From an optimization exercise on the open Yosys and OpenROAD flow, aimed at small area and a short achievable clock period; shortcuts taken in it are not production practice. Function was checked by simulation only, so behaviour that the tests miss may differ from the original.

$ cat config.mk
export PLATFORM = sky130hd
export DESIGN_NAME = MAC_25
export DESIGN_NICKNAME = MAC_25
export VERILOG_FILES = /design/flow/design.v
export SDC_FILE = /design/flow/constraint.sdc
export NUM_CORES = 4
export LEC_CHECK = 0
export CAP_MARGIN = 20
export CORE_MARGIN = 2
export CORE_UTILIZATION = 40
export SETUP_SLACK_MARGIN = 3
export SLEW_MARGIN = 20
$ cat constraint.sdc
create_clock -name core_clock -period 12.0 [get_ports {sys_clk}]
set_input_delay 2.4000 -clock core_clock [delete_from_list [all_inputs] [get_ports {sys_clk}]]
set_output_delay 2.4000 -clock core_clock [all_outputs]
set_load 0.01 [all_outputs]
$ cat design.v
module MAC_25(
    input         sys_clk,
    input         sys_en,
    input         rst_n,
    input  [7:0]  data_in_a,
    input         sign_data_in_a,
    input  [7:0]  data_in_b,
    output [15:0] mul_output,
    output [24:0] mac_output
);
    wire [64:0] pp;
    wire [15:0] ra, rb, prod;
    wire [24:0] acc_next;
    reg  [24:0] acc;
    mac_pp u_pp(.data_in_a(data_in_a), .sign_data_in_a(sign_data_in_a), .data_in_b(data_in_b), .pp(pp));
    mac_tree u_tree(.pp(pp), .ra(ra), .rb(rb));
    mac_cpa u_cpa(.ra(ra), .rb(rb), .prod(prod));
    mac_acc u_acc(.sys_en(sys_en), .acc(acc), .prod(prod), .acc_next(acc_next));
    assign mul_output = prod;
    always @(posedge sys_clk or negedge rst_n) begin
        if (!rst_n)
            acc <= 25'd0;
        else
            acc <= acc_next;
    end
    assign mac_output = acc;
endmodule
module mac_pp(input [7:0] data_in_a, input sign_data_in_a, input [7:0] data_in_b, output [64:0] pp);
    wire [7:0] a = data_in_a;
    wire       t = sign_data_in_a;
    wire       bz = |data_in_b[6:0];
    wire [7:0] bp = {data_in_b[7] & bz, data_in_b[6:0]} ^ {8{t}};
    wire       sel1 = data_in_b[0];
    wire       sel2 = t & ~data_in_b[0];
    wire pp0_0 = (sel1 & a[0]);
    wire pp0_1 = (sel1 & a[1]) | (sel2 & a[0]);
    wire pp0_2 = (sel1 & a[2]) | (sel2 & a[1]);
    wire pp0_3 = (sel1 & a[3]) | (sel2 & a[2]);
    wire pp0_4 = (sel1 & a[4]) | (sel2 & a[3]);
    wire pp0_5 = (sel1 & a[5]) | (sel2 & a[4]);
    wire pp0_6 = (sel1 & a[6]) | (sel2 & a[5]);
    wire pp0_7 = (sel1 & a[7]) | (sel2 & a[6]);
    wire pp0_8 = (sel2 & a[7]);
    wire pp1_0 = a[0] & bp[1];
    wire pp1_1 = a[1] & bp[1];
    wire pp1_2 = a[2] & bp[1];
    wire pp1_3 = a[3] & bp[1];
    wire pp1_4 = a[4] & bp[1];
    wire pp1_5 = a[5] & bp[1];
    wire pp1_6 = a[6] & bp[1];
    wire pp1_7 = a[7] & bp[1];
    wire pp2_0 = a[0] & bp[2];
    wire pp2_1 = a[1] & bp[2];
    wire pp2_2 = a[2] & bp[2];
    wire pp2_3 = a[3] & bp[2];
    wire pp2_4 = a[4] & bp[2];
    wire pp2_5 = a[5] & bp[2];
    wire pp2_6 = a[6] & bp[2];
    wire pp2_7 = a[7] & bp[2];
    wire pp3_0 = a[0] & bp[3];
    wire pp3_1 = a[1] & bp[3];
    wire pp3_2 = a[2] & bp[3];
    wire pp3_3 = a[3] & bp[3];
    wire pp3_4 = a[4] & bp[3];
    wire pp3_5 = a[5] & bp[3];
    wire pp3_6 = a[6] & bp[3];
    wire pp3_7 = a[7] & bp[3];
    wire pp4_0 = a[0] & bp[4];
    wire pp4_1 = a[1] & bp[4];
    wire pp4_2 = a[2] & bp[4];
    wire pp4_3 = a[3] & bp[4];
    wire pp4_4 = a[4] & bp[4];
    wire pp4_5 = a[5] & bp[4];
    wire pp4_6 = a[6] & bp[4];
    wire pp4_7 = a[7] & bp[4];
    wire pp5_0 = a[0] & bp[5];
    wire pp5_1 = a[1] & bp[5];
    wire pp5_2 = a[2] & bp[5];
    wire pp5_3 = a[3] & bp[5];
    wire pp5_4 = a[4] & bp[5];
    wire pp5_5 = a[5] & bp[5];
    wire pp5_6 = a[6] & bp[5];
    wire pp5_7 = a[7] & bp[5];
    wire pp6_0 = a[0] & bp[6];
    wire pp6_1 = a[1] & bp[6];
    wire pp6_2 = a[2] & bp[6];
    wire pp6_3 = a[3] & bp[6];
    wire pp6_4 = a[4] & bp[6];
    wire pp6_5 = a[5] & bp[6];
    wire pp6_6 = a[6] & bp[6];
    wire pp6_7 = a[7] & bp[6];
    wire pp7_0 = ~(a[0] & bp[7]);
    wire pp7_1 = ~(a[1] & bp[7]);
    wire pp7_2 = ~(a[2] & bp[7]);
    wire pp7_3 = ~(a[3] & bp[7]);
    wire pp7_4 = ~(a[4] & bp[7]);
    wire pp7_5 = ~(a[5] & bp[7]);
    wire pp7_6 = ~(a[6] & bp[7]);
    wire pp7_7 = ~(a[7] & bp[7]);
    assign pp = {pp7_7, pp7_6, pp6_7, pp7_5, pp6_6, pp5_7, pp7_4, pp6_5, pp5_6, pp4_7, pp7_3, pp6_4, pp5_5, pp4_6, pp3_7, pp7_2, pp6_3, pp5_4, pp4_5, pp3_6, pp2_7, pp7_1, pp6_2, pp5_3, pp4_4, pp3_5, pp2_6, pp1_7, pp0_8, pp7_0, pp6_1, pp5_2, pp4_3, pp3_4, pp2_5, pp1_6, pp0_7, pp6_0, pp5_1, pp4_2, pp3_3, pp2_4, pp1_5, pp0_6, pp5_0, pp4_1, pp3_2, pp2_3, pp1_4, pp0_5, pp4_0, pp3_1, pp2_2, pp1_3, pp0_4, pp3_0, pp2_1, pp1_2, pp0_3, pp2_0, pp1_1, pp0_2, pp1_0, pp0_1, pp0_0};
endmodule
module mac_tree(input [64:0] pp, output [15:0] ra, output [15:0] rb);
    wire pp0_0 = pp[0];
    wire pp0_1 = pp[1];
    wire pp1_0 = pp[2];
    wire pp0_2 = pp[3];
    wire pp1_1 = pp[4];
    wire pp2_0 = pp[5];
    wire pp0_3 = pp[6];
    wire pp1_2 = pp[7];
    wire pp2_1 = pp[8];
    wire pp3_0 = pp[9];
    wire pp0_4 = pp[10];
    wire pp1_3 = pp[11];
    wire pp2_2 = pp[12];
    wire pp3_1 = pp[13];
    wire pp4_0 = pp[14];
    wire pp0_5 = pp[15];
    wire pp1_4 = pp[16];
    wire pp2_3 = pp[17];
    wire pp3_2 = pp[18];
    wire pp4_1 = pp[19];
    wire pp5_0 = pp[20];
    wire pp0_6 = pp[21];
    wire pp1_5 = pp[22];
    wire pp2_4 = pp[23];
    wire pp3_3 = pp[24];
    wire pp4_2 = pp[25];
    wire pp5_1 = pp[26];
    wire pp6_0 = pp[27];
    wire pp0_7 = pp[28];
    wire pp1_6 = pp[29];
    wire pp2_5 = pp[30];
    wire pp3_4 = pp[31];
    wire pp4_3 = pp[32];
    wire pp5_2 = pp[33];
    wire pp6_1 = pp[34];
    wire pp7_0 = pp[35];
    wire pp0_8 = pp[36];
    wire pp1_7 = pp[37];
    wire pp2_6 = pp[38];
    wire pp3_5 = pp[39];
    wire pp4_4 = pp[40];
    wire pp5_3 = pp[41];
    wire pp6_2 = pp[42];
    wire pp7_1 = pp[43];
    wire pp2_7 = pp[44];
    wire pp3_6 = pp[45];
    wire pp4_5 = pp[46];
    wire pp5_4 = pp[47];
    wire pp6_3 = pp[48];
    wire pp7_2 = pp[49];
    wire pp3_7 = pp[50];
    wire pp4_6 = pp[51];
    wire pp5_5 = pp[52];
    wire pp6_4 = pp[53];
    wire pp7_3 = pp[54];
    wire pp4_7 = pp[55];
    wire pp5_6 = pp[56];
    wire pp6_5 = pp[57];
    wire pp7_4 = pp[58];
    wire pp5_7 = pp[59];
    wire pp6_6 = pp[60];
    wire pp7_5 = pp[61];
    wire pp6_7 = pp[62];
    wire pp7_6 = pp[63];
    wire pp7_7 = pp[64];
    wire s1 = pp0_2 ^ pp1_1 ^ pp2_0;
    wire c2 = (pp0_2 & pp1_1) | (pp0_2 & pp2_0) | (pp1_1 & pp2_0);
    wire s3 = pp0_3 ^ pp1_2 ^ pp2_1;
    wire c4 = (pp0_3 & pp1_2) | (pp0_3 & pp2_1) | (pp1_2 & pp2_1);
    wire s5 = pp3_0 ^ c2 ^ s3;
    wire c6 = (pp3_0 & c2) | (pp3_0 & s3) | (c2 & s3);
    wire s7 = pp0_4 ^ pp1_3 ^ pp2_2;
    wire c8 = (pp0_4 & pp1_3) | (pp0_4 & pp2_2) | (pp1_3 & pp2_2);
    wire s9 = pp3_1 ^ pp4_0 ^ c4;
    wire c10 = (pp3_1 & pp4_0) | (pp3_1 & c4) | (pp4_0 & c4);
    wire s11 = s7 ^ c6 ^ s9;
    wire c12 = (s7 & c6) | (s7 & s9) | (c6 & s9);
    wire s13 = pp0_5 ^ pp1_4 ^ pp2_3;
    wire c14 = (pp0_5 & pp1_4) | (pp0_5 & pp2_3) | (pp1_4 & pp2_3);
    wire s15 = pp3_2 ^ pp4_1 ^ pp5_0;
    wire c16 = (pp3_2 & pp4_1) | (pp3_2 & pp5_0) | (pp4_1 & pp5_0);
    wire s17 = c8 ^ s13 ^ s15;
    wire c18 = (c8 & s13) | (c8 & s15) | (s13 & s15);
    wire s19 = c10 ^ s17 ^ c12;
    wire c20 = (c10 & s17) | (c10 & c12) | (s17 & c12);
    wire s21 = pp0_6 ^ pp1_5 ^ pp2_4;
    wire c22 = (pp0_6 & pp1_5) | (pp0_6 & pp2_4) | (pp1_5 & pp2_4);
    wire s23 = pp3_3 ^ pp4_2 ^ pp5_1;
    wire c24 = (pp3_3 & pp4_2) | (pp3_3 & pp5_1) | (pp4_2 & pp5_1);
    wire s25 = pp6_0 ^ c14 ^ c16;
    wire c26 = (pp6_0 & c14) | (pp6_0 & c16) | (c14 & c16);
    wire s27 = s21 ^ s23 ^ c18;
    wire c28 = (s21 & s23) | (s21 & c18) | (s23 & c18);
    wire s29 = s25 ^ s27;
    wire c30 = s25 & s27;
    wire s31 = 1'b1 ^ pp0_7 ^ pp1_6;
    wire c32 = (1'b1 & pp0_7) | (1'b1 & pp1_6) | (pp0_7 & pp1_6);
    wire s33 = pp2_5 ^ pp3_4 ^ pp4_3;
    wire c34 = (pp2_5 & pp3_4) | (pp2_5 & pp4_3) | (pp3_4 & pp4_3);
    wire s35 = pp5_2 ^ pp6_1 ^ c22;
    wire c36 = (pp5_2 & pp6_1) | (pp5_2 & c22) | (pp6_1 & c22);
    wire s37 = c24 ^ s31 ^ s33;
    wire c38 = (c24 & s31) | (c24 & s33) | (s31 & s33);
    wire s39 = c26 ^ pp7_0 ^ s35;
    wire c40 = (c26 & pp7_0) | (c26 & s35) | (pp7_0 & s35);
    wire s41 = s37 ^ c28 ^ s39;
    wire c42 = (s37 & c28) | (s37 & s39) | (c28 & s39);
    wire s43 = pp0_8 ^ pp1_7 ^ pp2_6;
    wire c44 = (pp0_8 & pp1_7) | (pp0_8 & pp2_6) | (pp1_7 & pp2_6);
    wire s45 = pp3_5 ^ pp4_4 ^ pp5_3;
    wire c46 = (pp3_5 & pp4_4) | (pp3_5 & pp5_3) | (pp4_4 & pp5_3);
    wire s47 = pp6_2 ^ c32 ^ c34;
    wire c48 = (pp6_2 & c32) | (pp6_2 & c34) | (c32 & c34);
    wire s49 = s43 ^ s45 ^ c36;
    wire c50 = (s43 & s45) | (s43 & c36) | (s45 & c36);
    wire s51 = c38 ^ pp7_1 ^ s47;
    wire c52 = (c38 & pp7_1) | (c38 & s47) | (pp7_1 & s47);
    wire s53 = c40 ^ s49 ^ s51;
    wire c54 = (c40 & s49) | (c40 & s51) | (s49 & s51);
    wire s55 = pp2_7 ^ pp3_6 ^ pp4_5;
    wire c56 = (pp2_7 & pp3_6) | (pp2_7 & pp4_5) | (pp3_6 & pp4_5);
    wire s57 = pp5_4 ^ pp6_3 ^ c44;
    wire c58 = (pp5_4 & pp6_3) | (pp5_4 & c44) | (pp6_3 & c44);
    wire s59 = c46 ^ s55 ^ c48;
    wire c60 = (c46 & s55) | (c46 & c48) | (s55 & c48);
    wire s61 = pp7_2 ^ s57 ^ c50;
    wire c62 = (pp7_2 & s57) | (pp7_2 & c50) | (s57 & c50);
    wire s63 = c52 ^ s59 ^ s61;
    wire c64 = (c52 & s59) | (c52 & s61) | (s59 & s61);
    wire s65 = pp3_7 ^ pp4_6 ^ pp5_5;
    wire c66 = (pp3_7 & pp4_6) | (pp3_7 & pp5_5) | (pp4_6 & pp5_5);
    wire s67 = pp6_4 ^ c56 ^ s65;
    wire c68 = (pp6_4 & c56) | (pp6_4 & s65) | (c56 & s65);
    wire s69 = c58 ^ pp7_3 ^ s67;
    wire c70 = (c58 & pp7_3) | (c58 & s67) | (pp7_3 & s67);
    wire s71 = c60 ^ s69 ^ c62;
    wire c72 = (c60 & s69) | (c60 & c62) | (s69 & c62);
    wire s73 = pp4_7 ^ pp5_6 ^ pp6_5;
    wire c74 = (pp4_7 & pp5_6) | (pp4_7 & pp6_5) | (pp5_6 & pp6_5);
    wire s75 = c66 ^ s73 ^ c68;
    wire c76 = (c66 & s73) | (c66 & c68) | (s73 & c68);
    wire s77 = pp7_4 ^ c70 ^ s75;
    wire c78 = (pp7_4 & c70) | (pp7_4 & s75) | (c70 & s75);
    wire s79 = pp5_7 ^ pp6_6 ^ c74;
    wire c80 = (pp5_7 & pp6_6) | (pp5_7 & c74) | (pp6_6 & c74);
    wire s81 = pp7_5 ^ s79 ^ c76;
    wire c82 = (pp7_5 & s79) | (pp7_5 & c76) | (s79 & c76);
    wire s83 = pp6_7 ^ c80 ^ pp7_6;
    wire c84 = (pp6_7 & c80) | (pp6_7 & pp7_6) | (c80 & pp7_6);
    assign ra = {1'b1, pp7_7, s83, c78, s77, c64, c54, c42, c30, c20, s19, s11, s5, s1, pp0_1, pp0_0};
    assign rb = {1'b0, c84, c82, s81, c72, s71, s63, s53, s41, s29, 1'b0, 1'b0, 1'b0, 1'b0, pp1_0, 1'b0};
endmodule
module mac_cpa(input [15:0] ra, input [15:0] rb, output [15:0] prod);
    wire [15:0] g85 = ra & rb;
    wire [15:0] p86 = ra ^ rb;
    wire G87 = g85[1] | (p86[1] & g85[0]);
    wire P88 = p86[1] & p86[0];
    wire G89 = g85[3] | (p86[3] & g85[2]);
    wire P90 = p86[3] & p86[2];
    wire G91 = g85[5] | (p86[5] & g85[4]);
    wire P92 = p86[5] & p86[4];
    wire G93 = g85[7] | (p86[7] & g85[6]);
    wire P94 = p86[7] & p86[6];
    wire G95 = g85[9] | (p86[9] & g85[8]);
    wire P96 = p86[9] & p86[8];
    wire G97 = g85[11] | (p86[11] & g85[10]);
    wire P98 = p86[11] & p86[10];
    wire G99 = g85[13] | (p86[13] & g85[12]);
    wire P100 = p86[13] & p86[12];
    wire G101 = g85[15] | (p86[15] & g85[14]);
    wire P102 = p86[15] & p86[14];
    wire G103 = g85[2] | (p86[2] & G87);
    wire P104 = p86[2] & P88;
    wire G105 = G89 | (P90 & G87);
    wire P106 = P90 & P88;
    wire G107 = g85[6] | (p86[6] & G91);
    wire P108 = p86[6] & P92;
    wire G109 = G93 | (P94 & G91);
    wire P110 = P94 & P92;
    wire G111 = g85[10] | (p86[10] & G95);
    wire P112 = p86[10] & P96;
    wire G113 = G97 | (P98 & G95);
    wire P114 = P98 & P96;
    wire G115 = g85[14] | (p86[14] & G99);
    wire P116 = p86[14] & P100;
    wire G117 = G101 | (P102 & G99);
    wire P118 = P102 & P100;
    wire G119 = g85[4] | (p86[4] & G105);
    wire P120 = p86[4] & P106;
    wire G121 = G91 | (P92 & G105);
    wire P122 = P92 & P106;
    wire G123 = G107 | (P108 & G105);
    wire P124 = P108 & P106;
    wire G125 = G109 | (P110 & G105);
    wire P126 = P110 & P106;
    wire G127 = g85[12] | (p86[12] & G113);
    wire P128 = p86[12] & P114;
    wire G129 = G99 | (P100 & G113);
    wire P130 = P100 & P114;
    wire G131 = G115 | (P116 & G113);
    wire P132 = P116 & P114;
    wire G133 = G117 | (P118 & G113);
    wire P134 = P118 & P114;
    wire G135 = g85[8] | (p86[8] & G125);
    wire P136 = p86[8] & P126;
    wire G137 = G95 | (P96 & G125);
    wire P138 = P96 & P126;
    wire G139 = G111 | (P112 & G125);
    wire P140 = P112 & P126;
    wire G141 = G113 | (P114 & G125);
    wire P142 = P114 & P126;
    wire G143 = G127 | (P128 & G125);
    wire P144 = P128 & P126;
    wire G145 = G129 | (P130 & G125);
    wire P146 = P130 & P126;
    wire G147 = G131 | (P132 & G125);
    wire P148 = P132 & P126;
    wire G149 = G133 | (P134 & G125);
    wire P150 = P134 & P126;
    assign prod = p86 ^ {G147, G145, G143, G141, G139, G137, G135, G125, G123, G121, G119, G105, G103, G87, g85[0], 1'b0};
endmodule
module mac_acc(input sys_en, input [24:0] acc, input [15:0] prod, output [24:0] acc_next);
    wire [15:0] pg = prod & {16{sys_en}};
    wire cy16;
    wire [15:0] lo_sum;
    wire [15:0] g151 = acc[15:0] & pg;
    wire [15:0] p152 = acc[15:0] ^ pg;
    wire G153 = g151[1] | (p152[1] & g151[0]);
    wire P154 = p152[1] & p152[0];
    wire G155 = g151[3] | (p152[3] & g151[2]);
    wire P156 = p152[3] & p152[2];
    wire G157 = g151[5] | (p152[5] & g151[4]);
    wire P158 = p152[5] & p152[4];
    wire G159 = g151[7] | (p152[7] & g151[6]);
    wire P160 = p152[7] & p152[6];
    wire G161 = g151[9] | (p152[9] & g151[8]);
    wire P162 = p152[9] & p152[8];
    wire G163 = g151[11] | (p152[11] & g151[10]);
    wire P164 = p152[11] & p152[10];
    wire G165 = g151[13] | (p152[13] & g151[12]);
    wire P166 = p152[13] & p152[12];
    wire G167 = g151[15] | (p152[15] & g151[14]);
    wire P168 = p152[15] & p152[14];
    wire G169 = g151[2] | (p152[2] & G153);
    wire P170 = p152[2] & P154;
    wire G171 = G155 | (P156 & G153);
    wire P172 = P156 & P154;
    wire G173 = g151[6] | (p152[6] & G157);
    wire P174 = p152[6] & P158;
    wire G175 = G159 | (P160 & G157);
    wire P176 = P160 & P158;
    wire G177 = g151[10] | (p152[10] & G161);
    wire P178 = p152[10] & P162;
    wire G179 = G163 | (P164 & G161);
    wire P180 = P164 & P162;
    wire G181 = g151[14] | (p152[14] & G165);
    wire P182 = p152[14] & P166;
    wire G183 = G167 | (P168 & G165);
    wire P184 = P168 & P166;
    wire G185 = g151[4] | (p152[4] & G171);
    wire P186 = p152[4] & P172;
    wire G187 = G157 | (P158 & G171);
    wire P188 = P158 & P172;
    wire G189 = G173 | (P174 & G171);
    wire P190 = P174 & P172;
    wire G191 = G175 | (P176 & G171);
    wire P192 = P176 & P172;
    wire G193 = g151[12] | (p152[12] & G179);
    wire P194 = p152[12] & P180;
    wire G195 = G165 | (P166 & G179);
    wire P196 = P166 & P180;
    wire G197 = G181 | (P182 & G179);
    wire P198 = P182 & P180;
    wire G199 = G183 | (P184 & G179);
    wire P200 = P184 & P180;
    wire G201 = g151[8] | (p152[8] & G191);
    wire P202 = p152[8] & P192;
    wire G203 = G161 | (P162 & G191);
    wire P204 = P162 & P192;
    wire G205 = G177 | (P178 & G191);
    wire P206 = P178 & P192;
    wire G207 = G179 | (P180 & G191);
    wire P208 = P180 & P192;
    wire G209 = G193 | (P194 & G191);
    wire P210 = P194 & P192;
    wire G211 = G195 | (P196 & G191);
    wire P212 = P196 & P192;
    wire G213 = G197 | (P198 & G191);
    wire P214 = P198 & P192;
    wire G215 = G199 | (P200 & G191);
    wire P216 = P200 & P192;
    assign lo_sum = p152 ^ {G213, G211, G209, G207, G205, G203, G201, G191, G189, G187, G185, G171, G169, G153, g151[0], 1'b0};
    assign cy16 = G215;
    assign acc_next[15:0] = lo_sum;
    wire inc = cy16 & ~pg[15];
    wire dec = pg[15] & ~cy16;
    wire [8:0] hi = acc[24:16];
    wire [8:0] ones, zeros;
    assign ones[0] = 1'b1;
    assign zeros[0] = 1'b1;
    assign ones[1] = ones[0] & hi[0];
    assign zeros[1] = zeros[0] & ~hi[0];
    assign ones[2] = ones[1] & hi[1];
    assign zeros[2] = zeros[1] & ~hi[1];
    assign ones[3] = ones[2] & hi[2];
    assign zeros[3] = zeros[2] & ~hi[2];
    assign ones[4] = ones[3] & hi[3];
    assign zeros[4] = zeros[3] & ~hi[3];
    assign ones[5] = ones[4] & hi[4];
    assign zeros[5] = zeros[4] & ~hi[4];
    assign ones[6] = ones[5] & hi[5];
    assign zeros[6] = zeros[5] & ~hi[5];
    assign ones[7] = ones[6] & hi[6];
    assign zeros[7] = zeros[6] & ~hi[6];
    assign ones[8] = ones[7] & hi[7];
    assign zeros[8] = zeros[7] & ~hi[7];
    assign acc_next[24:16] = hi ^ (({9{inc}} & ones) | ({9{dec}} & zeros));
endmodule
$ cat flow/run.sh
#!/bin/bash
set -euo pipefail
sed 's/yosys synth -nofsm -noshare/yosys synth -nofsm -noshare -noabc/' synth_recipe.tcl > my_synth.tcl
export DONT_USE_CELLS="sky130_fd_sc_hd__ha_1 sky130_fd_sc_hd__ha_2 sky130_fd_sc_hd__ha_4"
bash standard.sh "SYNTH_SCRIPT=$PWD/my_synth.tcl" "BUFFER_PORTS_ARGS=-buffer_cell sky130_fd_sc_hd__buf_1" finish > standard.log 2>&1
$ cat standard.sh
#!/bin/bash
# synth_recipe.tcl (not shown) runs the flow's synth.tcl, then flattens the netlist and writes it again
# the make line also repeats each setting of config.mk as NAME=value (left out here)
make -C /OpenROAD-flow-scripts/flow DESIGN_CONFIG=/design/flow/config.mk WORK_HOME=/design/flow/orfs CLKGATE_MAP_FILE= SYNTH_SCRIPT=/design/flow/synth_recipe.tcl "${@:-finish}"
==> flow_summary_export.csv, run 1 <==
group,metric,value,unit
worst_setup_path,crit_path_end,"mul_output[14]",
cells_and_area,final_area,0.00409,mm2
yosys,ys_warn_count,1,
cells_and_area,antennaDiodeCount,0,
placed_design,hpwl,5.70,mm
yosys,yosysUniqueCellTypes,44,
worst_setup_path,required,9.60,ns
global_route,grt_use_total,15.2,%
yosys,netlist_instances,322,
clock_tree,cts_root_buffer,"clkbuf_8",
worst_setup_path,timing.rr.start,"acc[0]",
route,wl_per_cell,13.9,um
global_route,grt_max_degree,26,
timing,rsz0062_at_grt,"no",
cells_and_area,fin_nets,483,
clock_tree,holdBufCountCts,0,
die,die_w,96.3,um
route,route.detailed.drc,0,
cells_and_area,syn_to_final_growth,20.0,%
clock_tree,tritoncts,"done",
yosys,netlist.area_leader.share,26.4,%
route,dr.pass1.iters,4,
yosys,yosysTopAreaCell,"fa_1",
worst_setup_path,worstReg2RegEnd,"acc[24]",
die,io_pins,61,
timing,finClkSkew,0.00201,ns
worst_setup_path,path_class,"input pin to primary output",
route,ant_nets,0,
die,design.core.area,0.00822,mm2
worst_setup_path,cp_max_fo,8,
global_route,antenna_found_initial,0,
yosys,synth_edf_count,0,
timing,finalHoldViolations,0,
worst_setup_path,crit_path_start,"sign_data_in_a",
global_route,grt_pass1_wl,11.2,mm
cells_and_area,largest_reg_flops,25,
clock_tree,clk_pin_slew,0.08,ns
worst_setup_path,worstSetupEndpointType,"primary output",
placed_design,dp_cells,479,
route,routed-via-count,2464,
yosys,ys_seq_area_share,18.4,%
status,run_status,"finished clean",
global_route,grt_pass1_vias,2422,
worst_setup_path,r2r_setup_slack,8.29,ns
die,rows,33,
yosys,synth-async-reset-ratio,100,%
route,wirelength,6.81,mm
die,die_h,96.3,um
clock_tree,clkLatencyLatePin,0.27,ns
placed_design,portBuffers,60,
route,drt_iter0_drc,61,
die,start_util,41.5,%
timing,finalSetupTns,0,ns
die,die-area,0.00927,mm2
placed_design,gp_congestion,0.814,
yosys,yosys.cell_count.top_type,"and2_1",
cells_and_area,finalNonFillerCells,491,
worst_setup_path,cp-start-kind,"input pin",
worst_setup_path,cp_slowest_stage_delay,0.53,ns
clock_tree,cts_buffers,3,
yosys,avgSynthCellArea,10.6,um2
timing,slew-limit-headroom,58.1,%
job,cap_violations,0,
yosys,synth_commonest_cells,"64 x and2_1, 45 x fa_1, 31 x ha_1",
yosys,yosys-top-cells-area,"fa_1 26%, dfrtp_1 18%, and2_1 12%, ha_1 11%, xor2_1 5.7%",
yosys,synth_nets,418,
timing,setup_viol_count_final,0,
yosys,ys_ff_latch,25,
timing,worstMarginPinSlew,0.628,ns
yosys,synth_area,0.00341,mm2
clock_tree,clockBufferDepth,2,
clock_tree,cts.sinks,25,
yosys,synthFlopType,"dfrtp_1",
hold_path,hp-class,"flop to flop",
cells_and_area,top_register,"acc",
timing,post-route-period-util,73.7,%
worst_setup_path,critical_path.cell_chain,"buf_8 > xor2_4 > and2_4 > fa_2 > fa_2 > inv_1 > fa_1 > inv_1 > fa_1 > ha_4 > a21o_1 > a31o_4 > a221oi_4 > a21oi_2 > xor2_1 > buf_2",
global_route,gr-total-overflow,0,
cells_and_area,drive_above_1_share,15.0,%
clock_tree,cts_max_level,1,
timing,period_needed,8.85,ns
worst_setup_path,cp_slowest_cell,"fa_2",
worst_setup_path,arrival,6.45,ns
placed_design,placed_area,0.00374,mm2
cells_and_area,top_regs,"acc (25)",
worst_setup_path,reg2regPathDepth,14,
timing,report.final.slew_viol_count,0,
route,via_per_inst,5.02,
timing,max_freq,113,MHz
cells_and_area,fillers,775,
[per-layer routing]
metal | track usage, % | vias up | wire [um]
met4 | 3.05 | 0 | 72
met2 | 26.7 | 35 | 3530
met5 | 0 | - | 0
met3 | 1.72 | 6 | 229
li1 | - | 1186 | -
met1 | 20.4 | 1237 | 2980
[how the worst min path moves through the flow]
stage,depth (start not counted),slack (ns),endpoint,from
after detailed placement,1,0.46,acc[24],acc[24]
after global routing,1,0.49,acc[24],acc[24]
final,1,0.47,acc[24],acc[24]
after global placement,1,0.46,acc[24],acc[24]
after CTS,1,0.48,acc[24],acc[24]
after floorplan,1,0.50,acc[24],acc[24]
[worst max-delay path: cells and delay by family]
kind	cells	cell delay, ns
adders and majority gates	5	2.15
AOI/OAI and AO/OA	4	0.89
buffers and inverters	4	0.41
xor gates and xnor gates	2	0.40
and+or+nand+nor	1	0.19
[repair_timing]
item,in CTS,in global routing
setup endpoints to repair,12,11
setup buffers,3,5
pin swaps,5,14
gates resized for setup,21,26
[placed cells by master (no fill, tap or decap), types with 6 or more instances in the layout]
master | netlist | final
fa_2 | 0 | 6
nor2_1 | 7 | 7
nand2_1 | 6 | 6
fa_1 | 45 | 39
xor2_4 | 0 | 6
buf_1 | 0 | 51
and2_1 | 64 | 62
a21o_1 | 9 | 9
nor2b_1 | 8 | 7
ha_1 | 31 | 25
inv_1 | 25 | 23
a22o_1 | 6 | 6
buf_4 | 3 | 9
xor2_1 | 22 | 16
xnor2_1 | 14 | 14
dfrtp_1 | 25 | 25
[per-stage QoR]
step                      util [%]  hold WS (ns)  setup WS, ns
final                         49.7         0.471          3.15
after global routing          49.7         0.489          3.00
after CTS                     47.6         0.475          3.00
after detailed placement      45.5         0.460          2.36
after global placement        45.5         0.461          2.49
after floorplan                  -         0.504          3.00
[area by class of cell]
type | count | area (um2) | area share [%]
Tap cell | 105 | 131 | 3.21
Clock buffer | 4 | 45.0 | 1.10
Sequential cell | 25 | 626 | 15.3
Timing Repair Buffer | 69 | 314 | 7.68
Inverter | 25 | 93.8 | 2.30
Multi-Input combinational cell | 263 | 2880 | 70.4
[kinds of logic after synthesis]
kind of cell / synth area share (%)
AO/OA/AOI/OAI: 10.7
AND/OR/NAND/NOR: 18.4
XOR/XNOR: 9.73
multiplexers: 0.588
flip-flops: 18.4
buffers and inverters: 4.33
adder cells (fa/ha/maj): 37.8
==> run 2: changes to the inputs <==
==> flow/run.sh (replaced) <==
#!/bin/bash
set -euo pipefail
sed 's/yosys synth -nofsm -noshare/yosys synth -nofsm -noshare -noabc/' synth_recipe.tcl > my_synth.tcl
bash standard.sh "SYNTH_SCRIPT=$PWD/my_synth.tcl" "BUFFER_PORTS_ARGS=-buffer_cell sky130_fd_sc_hd__buf_1" finish > standard.log 2>&1
==> run 2 against run 1 <==
Still clean on timing, DRC and antenna. Area after synthesis stayed put. Cell count did not move. Via count is the same. First-iteration DRC count unchanged. Critical path type unchanged. Largest cell class unchanged.
==> flow_summary_export.csv, run 2 <==
group,metric,value,unit
yosys,yosys.cell_count.top_type,"and2_1",
cells_and_area,syn_to_final_growth,20.0,%
clock_tree,cts.sinks,25,
clock_tree,holdBufCountCts,0,
cells_and_area,drive_above_1_share,15.0,%
yosys,synth_commonest_cells,"64 x and2_1, 45 x fa_1, 31 x ha_1",
route,drt_iter0_drc,61,
clock_tree,cts_max_level,1,
worst_setup_path,worstSetupEndpointType,"primary output",
yosys,ys_seq_area_share,18.4,%
clock_tree,clkLatencyLatePin,0.27,ns
clock_tree,clk_pin_slew,0.08,ns
die,start_util,41.5,%
global_route,grt_max_degree,26,
clock_tree,cts_buffers,3,
route,wl_per_cell,13.9,um
timing,report.final.slew_viol_count,0,
timing,finClkSkew,0.00201,ns
worst_setup_path,cp-start-kind,"input pin",
placed_design,gp_congestion,0.814,
yosys,synth_area,0.00341,mm2
global_route,antenna_found_initial,0,
yosys,ys_ff_latch,25,
clock_tree,cts_root_buffer,"clkbuf_8",
clock_tree,clockBufferDepth,2,
job,cap_violations,0,
cells_and_area,layout_commonest_cell,"and2_1",
worst_setup_path,cp_slowest_cell,"fa_2",
yosys,synth_nets,418,
placed_design,hpwl,5.70,mm
cells_and_area,largest_reg_flops,25,
timing,finalSetupTns,0,ns
worst_setup_path,cp_max_fo,8,
worst_setup_path,required,9.60,ns
die,die-area,0.00927,mm2
yosys,yosysTopAreaCell,"fa_1",
timing,post-route-period-util,73.7,%
die,io_pins,61,
worst_setup_path,crit_family,"adder cells",
cells_and_area,top_regs,"acc (25)",
worst_setup_path,cp_slowest_stage_delay,0.53,ns
timing,max_freq,113,MHz
die,design.core.area,0.00822,mm2
timing,setup_viol_count_final,0,
worst_setup_path,critical_path.cell_chain,"buf_8 > xor2_4 > and2_4 > fa_2 > fa_2 > inv_1 > fa_1 > inv_1 > fa_1 > ha_4 > a21o_1 > a31o_4 > a221oi_4 > a21oi_2 > xor2_1 > buf_2",
timing,slew-limit-headroom,58.1,%
route,via_per_inst,5.02,
cells_and_area,antennaDiodeCount,0,
die,die_h,96.3,um
timing,finalHoldViolations,0,
die,die_w,96.3,um
global_route,grt_pass1_vias,2422,
yosys,synthFlopType,"dfrtp_1",
global_route,grt_pass1_wl,11.2,mm
yosys,netlist.area_leader.share,26.4,%
clock_tree,tritoncts,"done",
yosys,yosysUniqueCellTypes,44,
route,dr.pass1.iters,4,
worst_setup_path,cp.buffers_inverters,4,
yosys,synth_edf_count,0,
route,routed-via-count,2464,
global_route,gr-total-overflow,0,
yosys,avgSynthCellArea,10.6,um2
timing,rsz0062_at_grt,"no",
hold_path,hp-class,"flop to flop",
route,ant_nets,0,
yosys,yosys-top-cells-area,"fa_1 26%, dfrtp_1 18%, and2_1 12%, ha_1 11%, xor2_1 5.7%",
cells_and_area,mostFrequentLayoutCells,"62 x and2_1, 51 x buf_1, 39 x fa_1",
worst_setup_path,path_class,"input pin to primary output",
yosys,ys_warn_count,1,
timing,period_needed,8.85,ns
cells_and_area,top_register,"acc",
route,wirelength,6.81,mm
route,route.detailed.drc,0,
status,run_status,"finished clean",
global_route,grt_use_total,15.2,%
die,rows,33,
timing,worstMarginPinSlew,0.628,ns
yosys,netlist_instances,322,
worst_setup_path,arrival,6.45,ns
cells_and_area,fin_nets,483,
placed_design,portBuffers,60,
yosys,synth-async-reset-ratio,100,%
## run 2: final timing paths
check	slack [ns]	to	cells after the start	startpoint
worst min-delay path	0.47	acc[24]	1	acc[24]
worst min register to register	0.47	acc[24]	1	acc[24]
worst max register to register	8.29	acc[24]	14	acc[0]
max in group asynchronous	9.65	acc[3]	2	rst_n
worst max-delay path	3.15	mul_output[14]	16	sign_data_in_a
min in group asynchronous	2.10	acc[16]	2	rst_n
## run 2: timing repair
item                                    in CTS  in global routing
pin swaps                                    5                 14
buffers inserted                             3                  5
endpoints found under the hold margin        0                  0
resized for setup                           21                 26
endpoints found under the setup margin      12                 11
## run 2: layer usage
layer	GRT usage, %	share of wire, %	routed length [um]
met1	20.4	44	2980
met2	26.7	52	3530
met3	1.72	3.4	229
met4	3.05	1.1	72
met5	0	0	0
## run 2: kinds of logic after synthesis
kind of cell,Yosys count,share of synthesized area [%]
AND/OR/NAND/NOR,103,18.4
multiplexers,2,0.588
XOR/XNOR,37,9.73
AO/OA/AOI/OAI,45,10.7
adder cells (fa/ha/maj),76,37.8
buffers and inverters,34,4.33
flip-flops,25,18.4
## run 2: area by class of cell
class                      instances  area, um2
fill                             775       4130
multi-input combinational        263       2880
clock buffer                       4       45.0
sequential                        25        626
inverter                          25       93.8
tap                              105        131
timing repair buffer              69        314
## run 2: through the flow
stage	cell area [um2]	hold slack, ns	cells	util [%]	setup slack, ns
floorplan	3430	0.504	322	-	3.00
global placement	3740	0.461	479	45.5	2.49
detailed placement	3740	0.460	479	45.5	2.36
CTS	3910	0.475	486	47.6	3.00
global route	4090	0.489	491	49.7	3.00
finish	4090	0.471	491	49.7	3.15
==> run 3: changes to the inputs <==
--- a/config.mk
+++ b/config.mk
@@ -9,4 +9,4 @@
 export CORE_MARGIN = 2
 export CORE_UTILIZATION = 40
-export SETUP_SLACK_MARGIN = 3
+export SETUP_SLACK_MARGIN = 3.5
 export SLEW_MARGIN = 20
==> run 3 against run 2 <==
Wire length up 6.1%. Via count up 5.0%. Highest routed layer unchanged. Critical endpoint is now mul_output[13]. Synthesized cell count unchanged.
==> flow_summary_export.csv, run 3 <==
group,metric,value,unit
job,cap_violations,0,
global_route,antenna_found_initial,0,
cells_and_area,fillers,758,
hold_path,worstHoldPathCells,1,
timing,finalHoldViolations,0,
clock_tree,cts_max_level,1,
yosys,synth_area,0.00341,mm2
cells_and_area,drive_above_1_share,24.8,%
yosys,yosysTopAreaCell,"fa_1",
yosys,synth_nets,418,
worst_setup_path,cp_max_fo,8,
yosys,netlist.area_leader.share,26.4,%
timing,post-route-period-util,73.0,%
route,wl_per_cell,14.1,um
yosys,synth_fa_ha_area_share,37.8,%
timing,period_needed,8.76,ns
route,dr.pass1.iters,4,
route,dr.max_layer_used,"met4",
global_route,gr-total-overflow,0,
yosys,synth_commonest_cells,"64 x and2_1, 45 x fa_1, 31 x ha_1",
placed_design,portBuffers,60,
global_route,grt_use_total,16.4,%
die,die_h,96.3,um
route,drt_iter0_drc,47,
cells_and_area,mostFrequentLayoutCells,"59 x and2_1, 45 x buf_1, 38 x fa_1",
cells_and_area,multi_input_area,0.00297,mm2
yosys,synth_top_family_by_area,"adder cells",
global_route,grt_max_degree,26,
global_route,grt_pass1_vias,2543,
yosys,ys_seq_area_share,18.4,%
cells_and_area,syn_to_final_growth,29.1,%
yosys,synth-async-reset-ratio,100,%
die,die_w,96.3,um
die,start_util,41.5,%
worst_setup_path,cp-start-kind,"input pin",
yosys,yosys.cell_count.top_type,"and2_1",
yosys,synth-compound-area-share,10.7,%
cells_and_area,largest_reg_flops,25,
timing,setup_viol_count_final,0,
placed_design,hpwl,5.73,mm
cells_and_area,layout_commonest_cell,"and2_1",
clock_tree,cts_buffers,3,
worst_setup_path,worstSetupEndpointType,"primary output",
yosys,yosys-top-cells-area,"fa_1 26%, dfrtp_1 18%, and2_1 12%, ha_1 11%, xor2_1 5.7%",
route,route.detailed.drc,0,
timing,slew-limit-headroom,61.6,%
die,rows,33,
die,design.core.area,0.00822,mm2
timing,rsz0062_at_grt,"yes",
worst_setup_path,path_class,"input pin to primary output",
route,routed-via-count,2587,
timing,worstMarginPinSlew,0.576,ns
yosys,synthMuxAreaShare,0.588,%
route,met3WireLength,303,um
yosys,yosysUniqueCellTypes,44,
global_route,grt_pass1_wl,11.9,mm
route,wl_met1,3.15,mm
timing,max_freq,114,MHz
clock_tree,holdBufCountCts,0,
worst_setup_path,reg2regPathDepth,14,
route,ant_nets,0,
timing,hold_slack,0.479,ns
clock_tree,tritoncts,"done",
yosys,avgSynthCellArea,10.6,um2
yosys,synth-simple-area-share,18.4,%
route,wirelength,7.23,mm
clock_tree,clk_pin_slew,0.09,ns
die,die-area,0.00927,mm2
route,via_per_inst,5.04,
yosys,synthXorXnorAreaFrac,9.73,%
die,io_pins,61,
timing,report.final.slew_viol_count,0,
clock_tree,clockBufferDepth,2,
yosys,netlist_instances,322,
yosys,ys_warn_count,1,
yosys,synthFlopType,"dfrtp_1",
cells_and_area,fin_nets,505,
clock_tree,clkLatencyLatePin,0.28,ns
cells_and_area,top_register,"acc",
worst_setup_path,arrival,6.36,ns
timing,finClkSkew,0.00700,ns
placed_design,gp_congestion,0.784,
status,run_status,"finished clean",
timing,finalSetupTns,0,ns
clock_tree,cts_root_buffer,"clkbuf_8",
hold_path,hp-class,"flop to flop",
worst_setup_path,required,9.60,ns
route,met2_length,3.73,mm
cells_and_area,regArea,626,um2
cells_and_area,antennaDiodeCount,0,
yosys,synth_edf_count,0,
cells_and_area,top_regs,"acc (25)",
clock_tree,cts.sinks,25,
yosys,ys_ff_latch,25,
run 3: cell counts after synthesis:
No cell type changed its count.
run 3: timing repair:
item | CTS | global route
buffers inserted | 22 | 8
endpoints found under the setup margin | 16 | 12
resized for setup | 45 | 19
pin swaps | 21 | 14
run 3: cells by family (layout without fill, tap and decap cells):
| kind of cell | count (synthesis) | in the layout |
|---|---|---|
| and+or+nand+nor | 103 | 103 |
| xor gates and xnor gates | 37 | 37 |
| muxes | 2 | 2 |
| DFF | 25 | 25 |
| AOI/OAI and AO/OA | 45 | 45 |
| buffers and inverters | 34 | 120 |
| adders and majority gates | 76 | 76 |
run 3: worst max-delay path, stage by stage:
cell and delay (ns):
buf_16 0.14, xor2_4 0.21, and2_1 0.20, fa_2 0.40
fa_1 0.48, inv_1 0.05, fa_1 0.51, inv_2 0.04
fa_1 0.57, ha_4 0.22, a21o_1 0.17, a21o_1 0.19
a221oi_4 0.29, o21bai_1 0.12, xor2_1 0.20, buf_2 0.16
run 3: routing by layer:
layer	track usage, %	up-vias
li1	-	1227
met5	0	-
met4	2.82	0
met3	1.72	5
met2	28.9	61
met1	22.0	1294
run 3: final timing paths:
check	startpoint	end	slack, ns
max	sign_data_in_a	mul_output[13]	3.24
min	acc[24]	acc[24]	0.48
max reg2reg	acc[0]	acc[24]	8.26
min reg2reg	acc[24]	acc[24]	0.48
max in group asynchronous	rst_n	acc[8]	9.67
min in group asynchronous	rst_n	acc[13]	2.09
run 3: area by class of cell:
type	count	share of cell area [%]
Clock inverter	1	0.171
Clock buffer	3	0.939
Sequential cell	25	14.2
Timing Repair Buffer	91	11.9
Inverter	25	2.13
Multi-Input combinational cell	263	67.6
Tap cell	105	2.99
run 3: per-stage QoR:
stage / utilization (%) / cells / setup WS, ns / instance area (um2)
after detailed placement: 46.5 / 479 / 2.55 / 3820
after global routing: 53.5 / 513 / 3.08 / 4400
after CTS: 51.7 / 505 / 3.21 / 4250
final: 53.5 / 513 / 3.24 / 4400
after floorplan: - / 322 / 3.34 / 3530
after global placement: 46.5 / 479 / 2.55 / 3820
==> run 4: changes to the inputs <==
--- a/config.mk
+++ b/config.mk
@@ -9,4 +9,4 @@
 export CORE_MARGIN = 2
 export CORE_UTILIZATION = 40
-export SETUP_SLACK_MARGIN = 3.5
+export SETUP_SLACK_MARGIN = 1.5
 export SLEW_MARGIN = 20
==> run 4 against run 3 <==
Count of clock-buffer cells in the layout rose by 1. Critical endpoint is now mul_output[14]. Critical path depth rose by 1. Worst setup slack got worse by 0.76 ns. Still clean. Core utilization fell by 7.6 points. Design area fell by 14%. Largest cell class unchanged. Non-clock buffer count fell by 29. Cell count fell by 5.7%. Via count fell by 6.7%. Wire length fell by 9.5%. Clock skew fell by 0.0050 ns.
==> flow_summary_export.csv, run 4 <==
group,metric,value,unit
status,run_status,"finished clean",
die,start_util,41.5,%
global_route,grt_pass1_wl,10.8,mm
worst_setup_path,path_class,"input pin to primary output",
yosys,yosys-top-cells-area,"fa_1 26%, dfrtp_1 18%, and2_1 12%, ha_1 11%, xor2_1 5.7%",
placed_design,dp_cells,480,
cells_and_area,drive_above_1_share,3.69,%
yosys,synth_area,0.00341,mm2
route,routed-via-count,2413,
clock_tree,clkLatencyLatePin,0.27,ns
yosys,ys_seq_area_share,18.4,%
cells_and_area,largest_reg_flops,25,
route,ant_nets,0,
timing,layout_setup_ws,2.48,ns
timing,post-route-period-util,79.3,%
clock_tree,post-cts-setup-buffer-count,0,
cells_and_area,final_area,0.00377,mm2
worst_setup_path,cp_slowest_stage_delay,0.44,ns
job,cap_violations,0,
timing,worstMarginPinSlew,0.587,ns
worst_setup_path,worstReg2RegEnd,"acc[24]",
yosys,yosys.cell_count.top_type,"and2_1",
worst_setup_path,crit_family,"adder cells",
global_route,grt_pass1_vias,2333,
placed_design,hpwl,5.63,mm
worst_setup_path,worstSetupEndpointType,"primary output",
route,route.detailed.drc,0,
hold_path,worstHoldPathCells,1,
timing,slew-limit-headroom,60.8,%
yosys,ys_warn_count,1,
hold_path,hold_path_end,"acc[24]",
timing,finClkSkew,0.00196,ns
cells_and_area,top_regs,"acc (25)",
yosys,netlist.area_leader.share,26.4,%
placed_design,portBuffers,60,
route,dr.pass1.iters,4,
placed_design,dpl_worst_slack,2.33,ns
route,wl_per_cell,13.5,um
clock_tree,cts.sinks,25,
worst_setup_path,timing.rr.start,"acc[0]",
worst_setup_path,r2r_setup_slack,8.13,ns
clock_tree,cts_buffers,3,
global_route,grt_use_total,14.9,%
timing,rsz0062_at_grt,"no",
timing,hold_slack,0.476,ns
yosys,ys_ff_latch,25,
worst_setup_path,cp_slowest_cell,"fa_1",
cells_and_area,fin_nets,476,
yosys,synth_nets,418,
worst_setup_path,reg2regPathDepth,14,
worst_setup_path,arrival,7.12,ns
timing,finalHoldViolations,0,
die,design.core.area,0.00822,mm2
clock_tree,cts_max_level,1,
yosys,netlist_instances,322,
clock_tree,clockBufferDepth,2,
cells_and_area,antennaDiodeCount,0,
hold_path,hp-class,"flop to flop",
yosys,avgSynthCellArea,10.6,um2
yosys,yosysUniqueCellTypes,44,
clock_tree,cts_root_buffer,"clkbuf_8",
clock_tree,tritoncts,"done",
route,via_per_inst,4.99,
worst_setup_path,critical_path.cell_chain,"buf_1 > xor2_1 > and2_1 > fa_1 > fa_1 > fa_1 > inv_1 > fa_1 > inv_1 > fa_1 > ha_1 > a21o_1 > a21o_1 > a221oi_4 > a21oi_2 > xor2_1 > buf_1",
global_route,antenna_found_initial,0,
die,io_pins,61,
timing,finalSetupTns,0,ns
worst_setup_path,required,9.60,ns
placed_design,placed_area,0.00372,mm2
global_route,grt_max_degree,26,
cells_and_area,syn_to_final_growth,10.7,%
worst_setup_path,cp-start-kind,"input pin",
clock_tree,holdBufCountCts,0,
die,die-area,0.00927,mm2
global_route,gr-total-overflow,0,
yosys,yosysTopAreaCell,"fa_1",
hold_path,hp-start,"acc[24]",
die,rows,33,
route,wirelength,6.54,mm
yosys,synth-async-reset-ratio,100,%
cells_and_area,top_register,"acc",
timing,report.final.slew_viol_count,0,
yosys,synth_commonest_cells,"64 x and2_1, 45 x fa_1, 31 x ha_1",
cells_and_area,fillers,789,
cells_and_area,mostFrequentLayoutCells,"64 x and2_1, 60 x buf_1, 45 x fa_1",
die,die_w,96.3,um
route,drt_iter0_drc,71,
die,die_h,96.3,um
clock_tree,cts-resized-gates,0,
clock_tree,clk_pin_slew,0.09,ns
cells_and_area,layout_commonest_cell,"and2_1",
worst_setup_path,cp_max_fo,8,
yosys,synthFlopType,"dfrtp_1",
placed_design,gp_congestion,0.783,
timing,period_needed,9.52,ns
worst_setup_path,cp.buffers_inverters,4,
worst_setup_path,timing.critical_path.mode_cell,"fa_1",
cells_and_area,finalNonFillerCells,484,
timing,setup_viol_count_final,0,
timing,max_freq,105,MHz
yosys,synth_edf_count,0,
run 4: cell families after synthesis:
family | Yosys count | synth area share [%]
DFF | 25 | 18.4
xor gates and xnor gates | 37 | 9.73
muxes | 2 | 0.588
buffers and inverters | 34 | 4.33
adders and majority gates | 76 | 37.8
AOI/OAI and AO/OA | 45 | 10.7
and+or+nand+nor | 103 | 18.4
run 4: area by class of cell:
class	count	area [um2]	area share, %
timing repair buffer	62	240	6.37
multi-input combinational	263	2630	69.9
tap	105	131	3.48
inverter	25	93.8	2.49
sequential	25	626	16.6
clock buffer	4	45.0	1.19
run 4: through the flow:
stage	util [%]
detailed placement	45.3
global placement	45.3
finish	45.9
CTS	45.9
floorplan	-
global route	45.9
run 4: worst reg2reg max path, cell delays in order, from the launching register on:
cell	delay, ns
dfrtp_1	0.40
ha_1	0.22
fa_1	0.46
a211oi_1	0.23
o21ai_1	0.18
o31ai_2	0.27
o21ai_1	0.20
o31a_1	0.35
a21oi_1	0.16
ha_1	0.20
nor4b_2	0.24
nand2b_1	0.12
or3_1	0.34
o31ai_1	0.25
xor2_1	0.17
run 4: routing by layer:
| metal | global-route usage [%] | part of all wire (%) |
|---|---|---|
| met4 | 3.17 | 1.1 |
| met5 | 0 | 0 |
| met3 | 2.11 | 3.2 |
| met1 | 20.7 | 46 |
| met2 | 24.9 | 50 |
run 4: worst max-delay path by stage:
stage	start	to	slack [ns]	depth (start not counted)
after floorplan	sign_data_in_a	acc[24]	2.81	28
after global placement	sign_data_in_a	acc[24]	2.48	28
after detailed placement	sign_data_in_a	acc[24]	2.33	28
after CTS	sign_data_in_a	mul_output[14]	2.45	17
after global routing	sign_data_in_a	acc[24]	2.16	28
final	sign_data_in_a	mul_output[14]	2.48	17
==> run 5: changes to the inputs <==
--- a/config.mk
+++ b/config.mk
@@ -9,4 +9,4 @@
 export CORE_MARGIN = 2
 export CORE_UTILIZATION = 40
-export SETUP_SLACK_MARGIN = 1.5
+export SETUP_SLACK_MARGIN = 2.0
 export SLEW_MARGIN = 20
==> run 5 against run 4 <==
Still clean on timing, DRC and antenna. Critical path depth unchanged. First-iteration DRC count unchanged. Non-clock buffer count unchanged. Largest cell class unchanged. Critical endpoint unchanged. Clock skew unchanged.
==> flow_summary_export.csv, run 5 <==
group,metric,value,unit
cells_and_area,fin_nets,476,
cells_and_area,largest_reg_flops,25,
placed_design,gp_congestion,0.783,
cells_and_area,regArea,626,um2
worst_setup_path,cp-start-kind,"input pin",
worst_setup_path,cp_slowest_cell,"fa_1",
die,die_w,96.3,um
cells_and_area,drive_above_1_share,3.69,%
worst_setup_path,path_class,"input pin to primary output",
global_route,antenna_found_initial,0,
hold_path,hp-start,"acc[24]",
timing,slew-limit-headroom,60.8,%
clock_tree,clockBufferDepth,2,
yosys,ys_warn_count,1,
die,start_util,41.5,%
clock_tree,tritoncts,"done",
clock_tree,clkLatencyLatePin,0.27,ns
hold_path,hold_path_end,"acc[24]",
timing,report.final.slew_viol_count,0,
global_route,use_met1,20.7,%
die,rows,33,
route,wirelength,6.54,mm
cells_and_area,multi_input_area,0.00263,mm2
cells_and_area,fillers,789,
yosys,ys_seq_area_share,18.4,%
yosys,avgSynthCellArea,10.6,um2
route,drt_iter0_drc,71,
worst_setup_path,timing.rr.start,"acc[0]",
global_route,gr-total-overflow,0,
global_route,grt_max_degree,26,
cells_and_area,top_regs,"acc (25)",
timing,post-route-period-util,79.3,%
timing,worstMarginPinSlew,0.587,ns
yosys,synth_edf_count,0,
yosys,synthFlopType,"dfrtp_1",
timing,rsz0062_at_grt,"no",
job,cap_violations,0,
worst_setup_path,critical_path.cell_chain,"buf_1 > xor2_1 > and2_1 > fa_1 > fa_1 > fa_1 > inv_1 > fa_1 > inv_1 > fa_1 > ha_1 > a21o_1 > a21o_1 > a221oi_4 > a21oi_2 > xor2_1 > buf_1",
worst_setup_path,required,9.60,ns
die,io_pins,61,
cells_and_area,antennaDiodeCount,0,
placed_design,dp_cells,480,
cells_and_area,layout_commonest_cell,"and2_1",
cells_and_area,top_register,"acc",
placed_design,portBuffers,60,
worst_setup_path,timing.critical_path.mode_cell,"fa_1",
timing,hold_slack,0.476,ns
status,run_status,"finished clean",
worst_setup_path,r2r_setup_slack,8.13,ns
global_route,use_met2,24.9,%
route,ant_nets,0,
yosys,yosys-top-cells-area,"fa_1 26%, dfrtp_1 18%, and2_1 12%, ha_1 11%, xor2_1 5.7%",
global_route,grt_use_total,14.9,%
worst_setup_path,arrival,7.12,ns
yosys,synth_commonest_cells,"64 x and2_1, 45 x fa_1, 31 x ha_1",
timing,finalHoldViolations,0,
placed_design,hpwl,5.63,mm
timing,setup_viol_count_final,0,
route,routed-via-count,2413,
global_route,grt.met3_usage,2.11,%
hold_path,worstHoldPathCells,1,
global_route,top_usage_layer,"met2",
yosys,yosysUniqueCellTypes,44,
yosys,synth-async-reset-ratio,100,%
cells_and_area,finalNonFillerCells,484,
yosys,yosysTopAreaCell,"fa_1",
cells_and_area,mostFrequentLayoutCells,"64 x and2_1, 60 x buf_1, 45 x fa_1",
route,wl_per_cell,13.5,um
cells_and_area,syn_to_final_growth,10.7,%
yosys,synth_nets,418,
worst_setup_path,worstSetupEndpointType,"primary output",
timing,period_needed,9.52,ns
clock_tree,cts-resized-gates,0,
global_route,grt_pass1_vias,2333,
hold_path,hp-class,"flop to flop",
route,route.detailed.drc,0,
yosys,netlist.area_leader.share,26.4,%
global_route,grt_pass1_wl,10.8,mm
die,die_h,96.3,um
route,via_per_inst,4.99,
clock_tree,cts.sinks,25,
clock_tree,cts_root_buffer,"clkbuf_8",
timing,finalSetupTns,0,ns
yosys,yosys.cell_count.top_type,"and2_1",
clock_tree,cts_max_level,1,
worst_setup_path,worstReg2RegEnd,"acc[24]",
die,die-area,0.00927,mm2
worst_setup_path,cp_slowest_stage_delay,0.44,ns
clock_tree,clk_pin_slew,0.09,ns
timing,max_freq,105,MHz
worst_setup_path,reg2regPathDepth,14,
yosys,synth_area,0.00341,mm2
clock_tree,holdBufCountCts,0,
worst_setup_path,cp_max_fo,8,
clock_tree,cts_buffers,3,
clock_tree,post-cts-setup-buffer-count,0,
route,dr.pass1.iters,4,
yosys,ys_ff_latch,25,
yosys,netlist_instances,322,
timing,finClkSkew,0.00196,ns
die,design.core.area,0.00822,mm2
## run 5: how the worst max path moves through the flow
stage                     end  cells past startpoint  slack, ns            from
6_report       mul_output[14]                     17       2.48  sign_data_in_a
3_3_place_gp          acc[24]                     28       2.48  sign_data_in_a
2_1_floorplan         acc[24]                     28       2.81  sign_data_in_a
3_5_place_dp          acc[24]                     28       2.33  sign_data_in_a
5_1_grt               acc[24]                     28       2.16  sign_data_in_a
4_1_cts        mul_output[14]                     17       2.45  sign_data_in_a
## run 5: routing by layer
layer / share of wire [%] / routed length (um) / vias to the layer above
li1: - / - / 1173
met1: 46 / 3010 / 1198
met2: 50 / 3250 / 36
met3: 3.2 / 208 / 6
met4: 1.1 / 74 / 0
met5: 0 / 0 / -
## run 5: per-stage QoR
stage	setup WS (ns)	cell area, um2	util (%)
2_1_floorplan	2.81	3410	-
3_3_place_gp	2.48	3720	45.3
3_5_place_dp	2.33	3720	45.3
4_1_cts	2.45	3770	45.9
5_1_grt	2.16	3770	45.9
6_report	2.48	3770	45.9
## run 5: cells by family after synthesis
kind of cell | count (synthesis) | share of synthesized area (%)
adders and majority gates | 76 | 37.8
DFF | 25 | 18.4
xor gates and xnor gates | 37 | 9.73
and+or+nand+nor | 103 | 18.4
muxes | 2 | 0.588
buffers and inverters | 34 | 4.33
AOI/OAI and AO/OA | 45 | 10.7
## run 5: cell type report
class	count	share of cell area, %
multi-input cells	263	69.9
well taps	105	3.48
flip-flops and latches	25	16.6
clock buffers	4	1.19
repair buffers	62	6.37
inverters	25	2.49
## run 5: critical path, delay by kind of cell
kind	cells	cell delay [ns]
fa+ha+maj	6	2.38
buf+inv	4	0.75
compound gates	4	0.83
simple gates	1	0.25
xor+xnor	2	0.51
==> run 6: changes to the inputs <==
--- a/config.mk
+++ b/config.mk
@@ -6,4 +6,5 @@
 export NUM_CORES = 4
 export LEC_CHECK = 0
+export ABC_AREA = 1
 export CAP_MARGIN = 20
 export CORE_MARGIN = 2
==> run 6 against run 5 <==
First-iteration DRC count is 110% higher. Worst setup slack better by 0.19 ns. Critical path depth is 2 higher. Critical endpoint is now mul_output[9]. Sequential share of layout area is 0.77 points lower. Sequential cell count stayed put. Highest routed layer unchanged.
==> flow_summary_export.csv, run 6 <==
group,metric,value,unit
status,run_status,"finished clean",
worst_setup_path,worstSetupEndpointType,"primary output",
die,io_pins,61,
yosys,synth_edf_count,0,
timing,finalHoldViolations,0,
yosys,ys_ff_latch,25,
clock_tree,cts_max_level,1,
worst_setup_path,cp-start-kind,"input pin",
timing,slew-limit-headroom,48.2,%
global_route,gr-total-overflow,0,
yosys,synth-async-reset-ratio,100,%
timing,finClkSkew,0.00747,ns
route,drt_iter0_drc,146,
job,cap_violations,0,
cells_and_area,top_register,"acc",
timing,max_freq,107,MHz
worst_setup_path,cp.buffers_inverters,5,
placed_design,portBuffers,60,
worst_setup_path,path_class,"input pin to primary output",
worst_setup_path,arrival,6.93,ns
yosys,yosysTopAreaCell,"fa_1",
timing,worstMarginPinSlew,0.772,ns
timing,report.final.slew_viol_count,0,
cells_and_area,antennaDiodeCount,0,
cells_and_area,drive_above_1_share,5.17,%
route,wl_per_cell,11.6,um
yosys,yosysUniqueCellTypes,33,
worst_setup_path,timing.critical_path.mode_cell,"fa_1",
yosys,synth_nets,558,
yosys,yosys-top-cells-area,"fa_1 25%, dfrtp_1 18%, ha_1 11%, nand2_1 11%, inv_1 8.3%",
cells_and_area,final_area,0.00395,mm2
placed_design,hpwl,6.25,mm
yosys,ys_seq_area_share,17.5,%
yosys,synth_area,0.00357,mm2
timing,setup_viol_count_final,0,
hold_path,hp-class,"flop to flop",
clock_tree,cts-resized-gates,0,
die,die-area,0.00969,mm2
timing,finalSetupTns,0,ns
cells_and_area,fin_nets,619,
cells_and_area,largest_reg_flops,25,
yosys,yosys.cell_count.top_type,"nand2_1",
cells_and_area,final_util,45.5,%
clock_tree,cts_root_buffer,"clkbuf_8",
clock_tree,tritoncts,"done",
yosys,synth_commonest_cells,"102 x nand2_1, 79 x inv_1, 74 x nor2_1",
cells_and_area,regArea,626,um2
worst_setup_path,crit_family,"adder cells",
route,route.detailed.drc,0,
clock_tree,cts_buffers,3,
clock_tree,clkLatencyLatePin,0.27,ns
yosys,netlist_instances,462,
placed_design,placed_area,0.00390,mm2
clock_tree,holdBufCountCts,0,
route,dr.pass1.iters,4,
clock_tree,cts.sinks,25,
yosys,synthFlopType,"dfrtp_1",
global_route,grt_use_total,16.7,%
die,rows,34,
clock_tree,clk_pin_slew,0.10,ns
worst_setup_path,cp_slowest_cell,"xnor2_1",
clock_tree,post-cts-setup-buffer-count,0,
die,design.core.area,0.00868,mm2
route,routed-via-count,3012,
timing,period_needed,9.33,ns
cells_and_area,mostFrequentLayoutCells,"102 x nand2_1, 79 x inv_1, 74 x nor2_1",
cells_and_area,layout_commonest_cell,"nand2_1",
worst_setup_path,cp_max_fo,8,
cells_and_area,fillers,918,
die,die_w,98.4,um
route,ant_nets,0,
worst_setup_path,cp_slowest_stage_delay,0.67,ns
timing,rsz0062_at_grt,"no",
worst_setup_path,required,9.60,ns
yosys,avgSynthCellArea,7.72,um2
cells_and_area,syn_to_final_growth,10.8,%
yosys,ys_warn_count,1,
route,wirelength,7.31,mm
die,die_h,98.4,um
cells_and_area,top_regs,"acc (25)",
global_route,grt_pass1_vias,3103,
yosys,netlist.area_leader.share,25.3,%
cells_and_area,multi_input_area,0.00258,mm2
route,via_per_inst,4.78,
worst_setup_path,critical_path.cell_chain,"buf_1 > xnor2_1 > nor2_1 > fa_1 > fa_1 > inv_1 > fa_1 > inv_1 > fa_1 > ha_1 > nand2_1 > nor2_1 > nand2_1 > nand2_2 > fa_1 > inv_1 > or2_2 > nand2_1 > buf_1",
clock_tree,clockBufferDepth,2,
timing,post-route-period-util,77.7,%
placed_design,gp_congestion,0.824,
global_route,grt_max_degree,26,
global_route,antenna_found_initial,0,
global_route,grt_pass1_wl,13.7,mm
die,start_util,41.1,%
run 6: cell types whose count changed in the layout (fill, tap and decap cells not counted), moves of 5 or more:
cell and change:
nand2_1 +96, nor2_1 +67, and2_1 -64, inv_1 +54, nand3_1 +17, xor2_1 -12
a21oi_1 +11, a21o_1 -8, nor2b_1 -8, o22ai_1 +7, a22o_1 -6, xnor2_1 -6
clkinv_1 +5
run 6: through the flow:
step | hold slack [ns] | std cells | setup slack (ns)
2_1_floorplan | 0.514 | 462 | 3.30
3_3_place_gp | 0.480 | 626 | 2.87
3_5_place_dp | 0.492 | 626 | 2.69
4_1_cts | 0.515 | 630 | 2.69
5_1_grt | 0.538 | 630 | 2.35
6_report | 0.512 | 630 | 2.67
run 6: area by class of cell:
class | count | share of cell area, %
clock buffers | 3 | 1.04
multi-input cells | 345 | 65.4
repair buffers | 61 | 5.89
inverters | 87 | 8.26
flip-flops and latches | 25 | 15.8
well taps | 108 | 3.42
clock inverters | 1 | 0.190
run 6: final timing paths:
kind	start	end	slack [ns]	depth (start not counted)
worst max-delay path	sign_data_in_a	mul_output[9]	2.67	19
min in group asynchronous	rst_n	acc[24]	2.10	2
worst min register to register	acc[0]	acc[0]	0.51	1
worst max register to register	acc[0]	acc[24]	9.28	19
worst min-delay path	acc[0]	acc[0]	0.51	1
max in group asynchronous	rst_n	acc[11]	9.64	2
run 6: cells by family (layout without fill, tap and decap cells):
group | count (synthesis) | in the layout | synth area share (%)
DFF | 25 | 25 | 17.5
buffers and inverters | 92 | 152 | 10.0
xor gates and xnor gates | 20 | 20 | 5.33
muxes | 1 | 1 | 0.316
adders and majority gates | 76 | 76 | 36.1
and+or+nand+nor | 217 | 217 | 25.7
AOI/OAI and AO/OA | 31 | 31 | 4.95
run 6: routing by layer:
layer | wire length [um] | vias to the layer above | track usage (%)
met1 | 3440 | 1423 | 23.3
li1 | - | 1524 | -
met5 | 0 | - | 0
met3 | 280 | 2 | 2.06
met4 | 17 | 0 | 0.948
met2 | 3570 | 63 | 29.6

## what the ideal ports hide
No port has a modelled driver above. Below, the same layouts with a new extraction and two added sets of constraints.
Step 1: set_driving_cell puts a clkbuf_16 on sys_clk and a buf_2 on each other input, an assumption about the parent block.
Step 2 also shifts input and output timing later by t, the mid clock arrival at the registers, as if the neighbouring blocks saw the same clock.
Three values: ideal, step 1, step 2; two values: the first two.
run | t, ns | setup slack, ns | clock arrival spread, ns | worst slew at a driven data input, ns
run 1 | 0.292 | 3.150 / 3.110 / 3.040 | 0.002 / 0.002 | 0.05
run 2 | 0.292 | 3.150 / 3.110 / 3.040 | 0.002 / 0.002 | 0.05
run 3 | 0.301 | 3.239 / 3.179 / 3.024 | 0.007 / 0.007 | 0.08
run 4 | 0.295 | 2.483 / 2.455 / 2.328 | 0.002 / 0.001 | 0.04
run 5 | 0.295 | 2.483 / 2.455 / 2.328 | 0.002 / 0.001 | 0.04
run 6 | 0.294 | 2.671 / 2.650 / 2.650 | 0.007 / 0.007 | 0.03
After both steps setup and hold are still met in every run listed. For run 3, which loses most, drivers alone change the setup slack by -0.060 ns; drivers and shift together by -0.215 ns.
